From an optimization exercise on the open Yosys and OpenROAD flow, aimed at small area; shortcuts taken in it are not production practice.
In this exercise RTL edits were held to simulation tests only and were not proved equivalent to the original.
No driver is modelled on the clock port, so clocking that relies on it looks cheaper here than on a real chip.
Power and IR drop assume default switching activity.

build 29:
Design cmd_decoder, start of the top module:
module cmd_decoder
(
	md2udi, reset_, clock_m2rx24, rcvd_datareg, m2rxirqb,rst_out,load,tst_state,bit35
);
Size: about 210 cells after synthesis, about 0.0021 sq mm of cells after synthesis.
Settings: LEC_CHECK=0, CAP_MARGIN=20, CORE_MARGIN=2, CORE_UTILIZATION=40, PLACE_DENSITY=0.6, SLEW_MARGIN=20; clock period 10.0 ns.
standard.sh (not shown) runs the stock make flow with config.mk's settings and CLKGATE_MAP_FILE= SYNTH_SCRIPT=/design/flow/synth_recipe.tcl, a recipe that flattens the netlist after the stock synthesis.
==> flow/flow/run.sh <==
#!/bin/bash
# Layout flow: the standard synthesis, then an area-oriented re-mapping of the
# combinational logic only (every register instance is kept as synthesised),
# then the standard ORFS floorplan..finish with the smallest port buffers.
set -euo pipefail
HERE=$(pwd)
FD=$HERE/flow
R=$HERE/orfs/results/$FLOW_PLATFORM/cmd_decoder/base
LIB=$FLOW_HOME/platforms/$FLOW_PLATFORM/lib/sky130_fd_sc_hd__tt_025C_1v80.lib

# 1. standard synthesis
bash standard.sh synth > synth_std.log 2>&1
cp $R/1_2_yosys.v $HERE/netlist_std.v

# 2. re-map the combinational logic for area
python3 $FD/mkmodels.py $LIB $HERE/cell_models.v > mkmodels.log 2>&1
DU=$(sed -n '/DONT_USE_CELLS/,/^$/p' $FLOW_HOME/platforms/$FLOW_PLATFORM/config.mk | grep -o 'sky130_fd_sc_hd__[A-Za-z0-9_]*' | sed 's/^/-dont_use /' | tr '\n' ' ')
cat > $HERE/resyn.ys <<EOT
read_liberty -lib $LIB
read_verilog -overwrite $HERE/cell_models.v
read_verilog $HERE/netlist_std.v
hierarchy -top $FLOW_TOP
flatten
opt -purge
techmap
opt -fast -purge
abc -liberty $LIB $DU -script $FD/area.abc
opt_clean -purge
rename -hide w:*.*
hilomap -singleton -hicell sky130_fd_sc_hd__conb_1 HI -locell sky130_fd_sc_hd__conb_1 LO
setundef -zero
splitnets
opt_clean -purge
stat -liberty $LIB
write_verilog -noattr -noexpr -nohex -nodec $HERE/netlist_resyn.v
EOT
yosys -l resyn.log -q $HERE/resyn.ys > /dev/null 2>&1 || true
# prove the re-mapped netlist equal to the standard one (registers paired by name);
# fall back to the standard netlist if the proof fails
cat > $HERE/equiv.ys <<EOT
read_verilog $HERE/cell_models.v $FD/ffmodels.v
read_verilog $HERE/netlist_std.v
rename $FLOW_TOP gold
read_verilog $HERE/netlist_resyn.v
rename $FLOW_TOP gate
hierarchy -check
flatten gold gate
rename -hide gold/w:_* gate/w:_*
proc
async2sync
opt_clean
equiv_make gold gate equiv
hierarchy -top equiv
equiv_simple -seq 2
equiv_induct
equiv_status -assert
EOT
if [[ -s $HERE/netlist_resyn.v ]] && yosys -l equiv.log -q $HERE/equiv.ys > /dev/null 2>&1; then
  echo "re-mapped netlist proven equal" > resyn_status.log
  cp $HERE/netlist_resyn.v $R/1_2_yosys.v
else
  echo "re-mapped netlist NOT used" > resyn_status.log
  cp $HERE/netlist_std.v $R/1_2_yosys.v
fi
rm -f $R/1_synth.odb $R/1_synth.sdc
bash standard.sh synth > synth_odb.log 2>&1

# 3. layout
export CTS_ARGS="-sink_clustering_enable -sink_clustering_size 50 -sink_clustering_max_diameter 500 -buf_list sky130_fd_sc_hd__clkbuf_8 -root_buf sky130_fd_sc_hd__clkbuf_8 -dont_use_dummy_load -repair_clock_nets"
export BUFFER_PORTS_ARGS="-buffer_cell sky130_fd_sc_hd__buf_1"
bash standard.sh > layout.log 2>&1
==> flow/flow/area.abc <==
strash
&get -n
&deepsyn -T 20
&put
dch
amap
topo
==> flow/flow/ffmodels.v <==
module sky130_fd_sc_hd__dfrtp_1(CLK, D, RESET_B, Q); input CLK, D, RESET_B; output reg Q;
  always @(posedge CLK or negedge RESET_B) if (!RESET_B) Q <= 1'b0; else Q <= D; endmodule
module sky130_fd_sc_hd__dfstp_1(CLK, D, SET_B, Q); input CLK, D, SET_B; output reg Q;
  always @(posedge CLK or negedge SET_B) if (!SET_B) Q <= 1'b1; else Q <= D; endmodule
module sky130_fd_sc_hd__dfxtp_1(CLK, D, Q); input CLK, D; output reg Q;
  always @(posedge CLK) Q <= D; endmodule
module sky130_fd_sc_hd__edfxtp_1(CLK, D, DE, Q); input CLK, D, DE; output reg Q;
  always @(posedge CLK) if (DE) Q <= D; endmodule
module sky130_fd_sc_hd__dfrtn_1(CLK_N, D, RESET_B, Q); input CLK_N, D, RESET_B; output reg Q;
  always @(negedge CLK_N or negedge RESET_B) if (!RESET_B) Q <= 1'b0; else Q <= D; endmodule
module sky130_fd_sc_hd__dfbbp_1(CLK, D, RESET_B, SET_B, Q, Q_N); input CLK, D, RESET_B, SET_B; output reg Q; output Q_N; assign Q_N = ~Q;
  always @(posedge CLK or negedge RESET_B or negedge SET_B) if (!RESET_B) Q <= 1'b0; else if (!SET_B) Q <= 1'b1; else Q <= D; endmodule
Other scripts of this flow, unchanged in this note and not shown: flow/flow/mkmodels.py
Edits applied to the flow inputs when going from build 29 to build 15:
diff --git a/flow/flow/run.sh b/flow/flow/run.sh
--- a/flow/flow/run.sh
+++ b/flow/flow/run.sh
@@ -35,32 +35,7 @@
 write_verilog -noattr -noexpr -nohex -nodec $HERE/netlist_resyn.v
 EOT
-yosys -l resyn.log -q $HERE/resyn.ys > /dev/null 2>&1 || true
-# prove the re-mapped netlist equal to the standard one (registers paired by name);
-# fall back to the standard netlist if the proof fails
-cat > $HERE/equiv.ys <<EOT
-read_verilog $HERE/cell_models.v $FD/ffmodels.v
-read_verilog $HERE/netlist_std.v
-rename $FLOW_TOP gold
-read_verilog $HERE/netlist_resyn.v
-rename $FLOW_TOP gate
-hierarchy -check
-flatten gold gate
-rename -hide gold/w:_* gate/w:_*
-proc
-async2sync
-opt_clean
-equiv_make gold gate equiv
-hierarchy -top equiv
-equiv_simple -seq 2
-equiv_induct
-equiv_status -assert
-EOT
-if [[ -s $HERE/netlist_resyn.v ]] && yosys -l equiv.log -q $HERE/equiv.ys > /dev/null 2>&1; then
-  echo "re-mapped netlist proven equal" > resyn_status.log
-  cp $HERE/netlist_resyn.v $R/1_2_yosys.v
-else
-  echo "re-mapped netlist NOT used" > resyn_status.log
-  cp $HERE/netlist_std.v $R/1_2_yosys.v
-fi
+yosys -l resyn.log -q $HERE/resyn.ys > /dev/null 2>&1
+grep -q "^module $FLOW_TOP" $HERE/netlist_resyn.v
+cp $HERE/netlist_resyn.v $R/1_2_yosys.v
 rm -f $R/1_synth.odb $R/1_synth.sdc
 bash standard.sh synth > synth_odb.log 2>&1
==> flow/flow/area.abc <==
strash
&get -n
&deepsyn -T 20
&put
dch
map -a
topo
removed: flow/flow/ffmodels.v
==> results.txt <==
- For build 15, the global routing's busiest layer was met1, unlike build 29, where it was met2.
- Build 15 vs build 29: detail-routed via count per cell down by a few percent
- Taking build 15 over build 29, the net switching power ratio works out to 1.06.
- Changes observed in build 15 relative to build 29: total power rose about 4%, share of total power in combinational logic rose 1.0 points, via count rose 56, worst slack on hold paths rose 4.6 ps.

---

cmd_decoder, a different RTL version from the one above (not shown whole).
For scale: ~180 cells after synthesis, roughly 1900 µm² of cells after synthesis.
Design cmd_decoder, start of the top module:
module cmd_decoder
(
	md2udi, reset_, clock_m2rx24, rcvd_datareg, m2rxirqb,rst_out,load,tst_state,bit35
);
==> flow/config.mk <==
export PLATFORM = sky130hd
export DESIGN_NAME = cmd_decoder
export DESIGN_NICKNAME = cmd_decoder
export VERILOG_FILES = /design/flow/design.v
export SDC_FILE = /design/flow/constraint.sdc
export NUM_CORES = 4
export LEC_CHECK = 0
export CAP_MARGIN = 0
export CORE_MARGIN = 2
export CORE_UTILIZATION = 55
export GPL_TIMING_DRIVEN = 0
export PLACE_DENSITY = 0.75
export SLEW_MARGIN = 0
==> flow/constraint.sdc <==
create_clock -name core_clock -period 10.0 [get_ports {clock_m2rx24}]
set_input_delay 2.0000 -clock core_clock [delete_from_list [all_inputs] [get_ports {clock_m2rx24}]]
set_output_delay 2.0000 -clock core_clock [all_outputs]
set_load 0.01 [all_outputs]
==> flow/flow/run.sh <==
#!/bin/bash
# Layout flow: the standard synthesis, then an area-oriented re-mapping of the
# combinational logic only (every register instance is kept as synthesised and
# the result is proven equal to the standard netlist), then the standard ORFS
# floorplan..finish with the smallest port buffers and a two-level clock tree
# built before CTS.
set -euo pipefail
HERE=$(pwd)
FD=$HERE/flow
R=$HERE/orfs/results/$FLOW_PLATFORM/cmd_decoder/base
LIB=$FLOW_HOME/platforms/$FLOW_PLATFORM/lib/sky130_fd_sc_hd__tt_025C_1v80.lib

# 1. standard synthesis
bash standard.sh synth > synth_std.log 2>&1
cp $R/1_2_yosys.v $HERE/netlist_std.v

# 2. re-map the combinational logic for area, several ABC seeds in parallel
python3 $FD/mkmodels.py $LIB $HERE/cell_models.v > mkmodels.log 2>&1
DU=$(sed -n '/DONT_USE_CELLS/,/^$/p' $FLOW_HOME/platforms/$FLOW_PLATFORM/config.mk | grep -o 'sky130_fd_sc_hd__[A-Za-z0-9_]*' | sed 's/^/-dont_use /' | tr '\n' ' ')
resyn() {
  # $1: run name, $2: deepsyn options
  local S=$1
  printf 'strash\n&get -n\n&deepsyn %s\n&put\ndch\namap\ntopo\n' "$2" > $HERE/area_$S.abc
  cat > $HERE/resyn_$S.ys <<EOT
read_liberty -lib $LIB
read_verilog -overwrite $HERE/cell_models.v
read_verilog $HERE/netlist_std.v
hierarchy -top $FLOW_TOP
flatten
opt -purge
techmap
opt -fast -purge
abc -liberty $LIB $DU -script $HERE/area_$S.abc
opt_clean -purge
rename -hide w:*.*
hilomap -singleton -hicell sky130_fd_sc_hd__conb_1 HI -locell sky130_fd_sc_hd__conb_1 LO
setundef -zero
splitnets
opt_clean -purge
tee -o $HERE/resyn_$S.stat stat -liberty $LIB
write_verilog -noattr -noexpr -nohex -nodec $HERE/netlist_resyn_$S.v
EOT
  yosys -l resyn_$S.log -q $HERE/resyn_$S.ys > /dev/null 2>&1 || return 0
  # prove it equal to the standard netlist (registers paired by name)
  cat > $HERE/equiv_$S.ys <<EOT
read_verilog $HERE/cell_models.v $FD/ffmodels.v
read_verilog $HERE/netlist_std.v
rename $FLOW_TOP gold
read_verilog $HERE/netlist_resyn_$S.v
rename $FLOW_TOP gate
hierarchy -check
flatten gold gate
rename -hide gold/w:_* gate/w:_*
proc
async2sync
opt_clean
equiv_make gold gate equiv
hierarchy -top equiv
equiv_simple -seq 2
equiv_induct
equiv_status -assert
EOT
  if yosys -l equiv_$S.log -q $HERE/equiv_$S.ys > /dev/null 2>&1; then
    grep "Chip area" $HERE/resyn_$S.stat | awk -v s=$S '{print $NF, s}' > $HERE/resyn_$S.ok
  fi
}
# deterministic short runs over seeds, then longer timed runs
for J in 10 20 40; do
  for S in 0 1 2 3 4 5 6 7; do resyn j${J}s$S "-J $J -S $S -T 100" & done
  wait
done
for S in 0 1 2 3; do resyn t$S "-T 30 -S $S" & done
wait
cp $HERE/netlist_std.v $R/1_2_yosys.v
if ls $HERE/resyn_*.ok > /dev/null 2>&1; then
  best=$(cat $HERE/resyn_*.ok | sort -g | head -1 | awk '{print $2}')
  cat $HERE/resyn_*.ok > resyn_status.log
  echo "using seed $best" >> resyn_status.log
  cp $HERE/netlist_resyn_$best.v $R/1_2_yosys.v
  # buffer nets whose load exceeds what their driving cell may carry
  python3 $FD/capfix.py $LIB $HERE/netlist_resyn_$best.v $HERE/netlist_capfix.v > capfix.log 2>&1 || true
  if [[ -s $HERE/netlist_capfix.v ]]; then
    sed "s#netlist_resyn_$best.v#netlist_capfix.v#" $HERE/equiv_$best.ys > $HERE/equiv_capfix.ys
    if yosys -l equiv_capfix.log -q $HERE/equiv_capfix.ys > /dev/null 2>&1; then
      echo "capfix netlist proven equal, used" >> resyn_status.log
      cp $HERE/netlist_capfix.v $R/1_2_yosys.v
    fi
  fi
else
  echo "no re-mapped netlist proven equal; standard netlist used" > resyn_status.log
fi
rm -f $R/1_synth.odb $R/1_synth.sdc
bash standard.sh synth > synth_odb.log 2>&1

# 3. layout
export CLK_PORT_NAME=clock_m2rx24
export CLK_SLEW_TARGET=0.112
C=sky130_fd_sc_hd__clkbuf
export CLK_CANDIDATES="{1 ${C}_16 -} {3 ${C}_4 ${C}_2} {2 ${C}_8 ${C}_2} {4 ${C}_4 ${C}_2} {5 ${C}_4 ${C}_2} {3 ${C}_8 ${C}_2} {6 ${C}_4 ${C}_2} {2 ${C}_16 ${C}_2} {4 ${C}_8 ${C}_2}"
export PRE_CTS_TCL=$FD/pre_cts.tcl
export PRE_RESIZE_TCL=$FD/pre_resize.tcl
export PORT_BUF_STRONG=sky130_fd_sc_hd__buf_2
export BUFFER_PORTS_ARGS="-buffer_cell sky130_fd_sc_hd__buf_1"
bash standard.sh > layout.log 2>&1
==> flow/flow/pre_cts.tcl <==
# Clock distribution for a small design, built before CTS (which then finds
# the clock net already buffered): the clock port drives one root buffer,
# which drives k leaf buffers, each feeding a compact group of flip-flops.
# Candidate trees are tried from the smallest cell area up; the first whose
# estimated flip-flop clock slew stays under CLK_SLEW_TARGET (ns) is kept.
set clk_name $::env(CLK_PORT_NAME)
set target $::env(CLK_SLEW_TARGET)
set cands $::env(CLK_CANDIDATES)

proc split_groups {sinks k} {
  if {$k <= 1} { return [list $sinks] }
  set xs {}; set ys {}
  foreach e $sinks { lappend xs [lindex $e 0]; lappend ys [lindex $e 1] }
  set xs [lsort -integer $xs]; set ys [lsort -integer $ys]
  set axis [expr {([lindex $xs end] - [lindex $xs 0]) >= ([lindex $ys end] - [lindex $ys 0]) ? 0 : 1}]
  set sinks [lsort -integer -index $axis $sinks]
  set k1 [expr {$k / 2}]
  set n [llength $sinks]
  set cut [expr {($n * $k1 + $k / 2) / $k}]
  return [concat [split_groups [lrange $sinks 0 [expr {$cut - 1}]] $k1] \
                 [split_groups [lrange $sinks $cut end] [expr {$k - $k1}]]]
}

proc clk_sinks {clk_name} {
  set sinks {}
  foreach p [get_pins -of_objects [get_nets $clk_name]] {
    set inst [[sta::sta_to_db_pin $p] getInst]
    set loc [$inst getLocation]
    lappend sinks [list [lindex $loc 0] [lindex $loc 1] [get_full_name $p]]
  }
  return $sinks
}

proc max_clk_slew {} {
  estimate_parasitics -placement
  set mx 0
  foreach p [get_pins -hierarchical */CLK] {
    set s [get_property $p slew_max]
    if {$s > $mx} { set mx $s }
  }
  return $mx
}

proc inst_names {} {
  set l {}
  foreach i [[ord::get_db_block] getInsts] { lappend l [$i getName] }
  return $l
}

set sinks [clk_sinks $clk_name]
puts "pre_cts: [llength $sinks] clock sinks"
set_propagated_clock [all_clocks]
set done 0
foreach cand $cands {
  lassign $cand k leaf root
  set before [inst_names]
  foreach grp [split_groups $sinks $k] {
    set pins {}
    foreach e $grp { lappend pins [get_pins [lindex $e 2]] }
    insert_buffer -buffer_cell $leaf -net $clk_name -load_pins $pins
  }
  if {$root ne "-"} { insert_buffer -buffer_cell $root -net $clk_name }
  set slew [max_clk_slew]
  puts "pre_cts: $k x $leaf, root $root: max clock slew [format %.1f [expr {$slew * 1e3}]] ps"
  if {$slew <= $target} { set done 1; break }
  set added {}
  set names {}
  foreach n [inst_names] { if {[lsearch -exact $before $n] < 0} { lappend names $n } }
  puts "pre_cts: removing $names"
  foreach n $names { remove_buffers [get_cells $n] }
}
if {!$done} { puts "pre_cts: no candidate met the target; CTS builds the tree" }
unset_propagated_clock [all_clocks]
Other scripts of this flow, unchanged in this note and not shown: flow/flow/capfix.py, flow/flow/ffmodels.v, flow/flow/mkmodels.py, flow/flow/pre_resize.tcl
==> next run, changes <==
--- a/flow/flow/run.sh
+++ b/flow/flow/run.sh
@@ -19,7 +19,7 @@
 DU=$(sed -n '/DONT_USE_CELLS/,/^$/p' $FLOW_HOME/platforms/$FLOW_PLATFORM/config.mk | grep -o 'sky130_fd_sc_hd__[A-Za-z0-9_]*' | sed 's/^/-dont_use /' | tr '\n' ' ')
 resyn() {
-  # $1: run name, $2: deepsyn options
+  # $1: run name, $2: deepsyn options, $3: mapping command (default amap)
   local S=$1
-  printf 'strash\n&get -n\n&deepsyn %s\n&put\ndch\namap\ntopo\n' "$2" > $HERE/area_$S.abc
+  printf 'strash\n&get -n\n&deepsyn %s\n&put\ndch\n%s\ntopo\n' "$2" "${3:-amap}" > $HERE/area_$S.abc
   cat > $HERE/resyn_$S.ys <<EOT
 read_liberty -lib $LIB
@@ -72,4 +72,7 @@
 for S in 0 1 2 3; do resyn t$S "-T 30 -S $S" & done
 wait
+# the same with a longer area recovery in the mapper
+for S in 0 1 2 3 4 5 6 7; do resyn a$S "-J 20 -S $S -T 100" "amap -F 3 -A 8 -C 2000" & done
+wait
 cp $HERE/netlist_std.v $R/1_2_yosys.v
 if ls $HERE/resyn_*.ok > /dev/null 2>&1; then
@@ -95,7 +98,8 @@
 # 3. layout
 export CLK_PORT_NAME=clock_m2rx24
-export CLK_SLEW_TARGET=0.112
+export CLK_SLEW_TARGET=0.108
 C=sky130_fd_sc_hd__clkbuf
-export CLK_CANDIDATES="{1 ${C}_16 -} {3 ${C}_4 ${C}_2} {2 ${C}_8 ${C}_2} {4 ${C}_4 ${C}_2} {5 ${C}_4 ${C}_2} {3 ${C}_8 ${C}_2} {6 ${C}_4 ${C}_2} {2 ${C}_16 ${C}_2} {4 ${C}_8 ${C}_2}"
+B=sky130_fd_sc_hd__buf
+export CLK_CANDIDATES="{1 ${C}_16 -} {3 ${B}_4 ${C}_1} {3 ${C}_4 ${C}_1} {4 ${B}_4 ${C}_1} {3 ${B}_6 ${C}_1} {5 ${B}_4 ${C}_1} {3 ${C}_8 ${C}_1} {4 ${B}_6 ${C}_1} {6 ${B}_4 ${C}_1} {3 ${C}_8 ${C}_2} {4 ${C}_8 ${C}_2} {5 ${C}_8 ${C}_2}"
 export PRE_CTS_TCL=$FD/pre_cts.tcl
 export PRE_RESIZE_TCL=$FD/pre_resize.tcl
Result: The new run produced a clean layout. Die area stays the same. Core utilization came out higher by 4.7 points. Cell area rose by 7.4%.

==> afterwards: timing with drivers on the ports <==
The results above use ideal ports. As a check the final layouts listed here were re-extracted and re-timed, cells and wires unchanged.
Step 1 assumes that a clkbuf_16 drives the clock port and a buf_2 every other input.
Step 2 adds t to the input delays and takes it off the output delays; t is the mean of the earliest and latest rising clock arrival at the registers after step 1. Input paths then give back, and output paths get back, about the clock's delay inside the block.
a / b / c = no drivers / after step 1 / after step 2; a / b = the first two.
| run | t, ns | slack for setup (ns) | worst setup path after step 2 |
|---|---|---|---|
| build 29 | 0.319 | 4.195 / 4.169 / 4.488 | register to output |
| build 15 | 0.326 | 4.839 / 4.811 / 5.137 | register to output |
| the first run of note 2 | 0.383 | 5.224 / 5.211 / 5.594 | register to output |
| the second run of note 2 | 0.735 | 5.057 / 5.044 / 5.779 | register to output |
After both steps setup and hold are still met in every run listed.
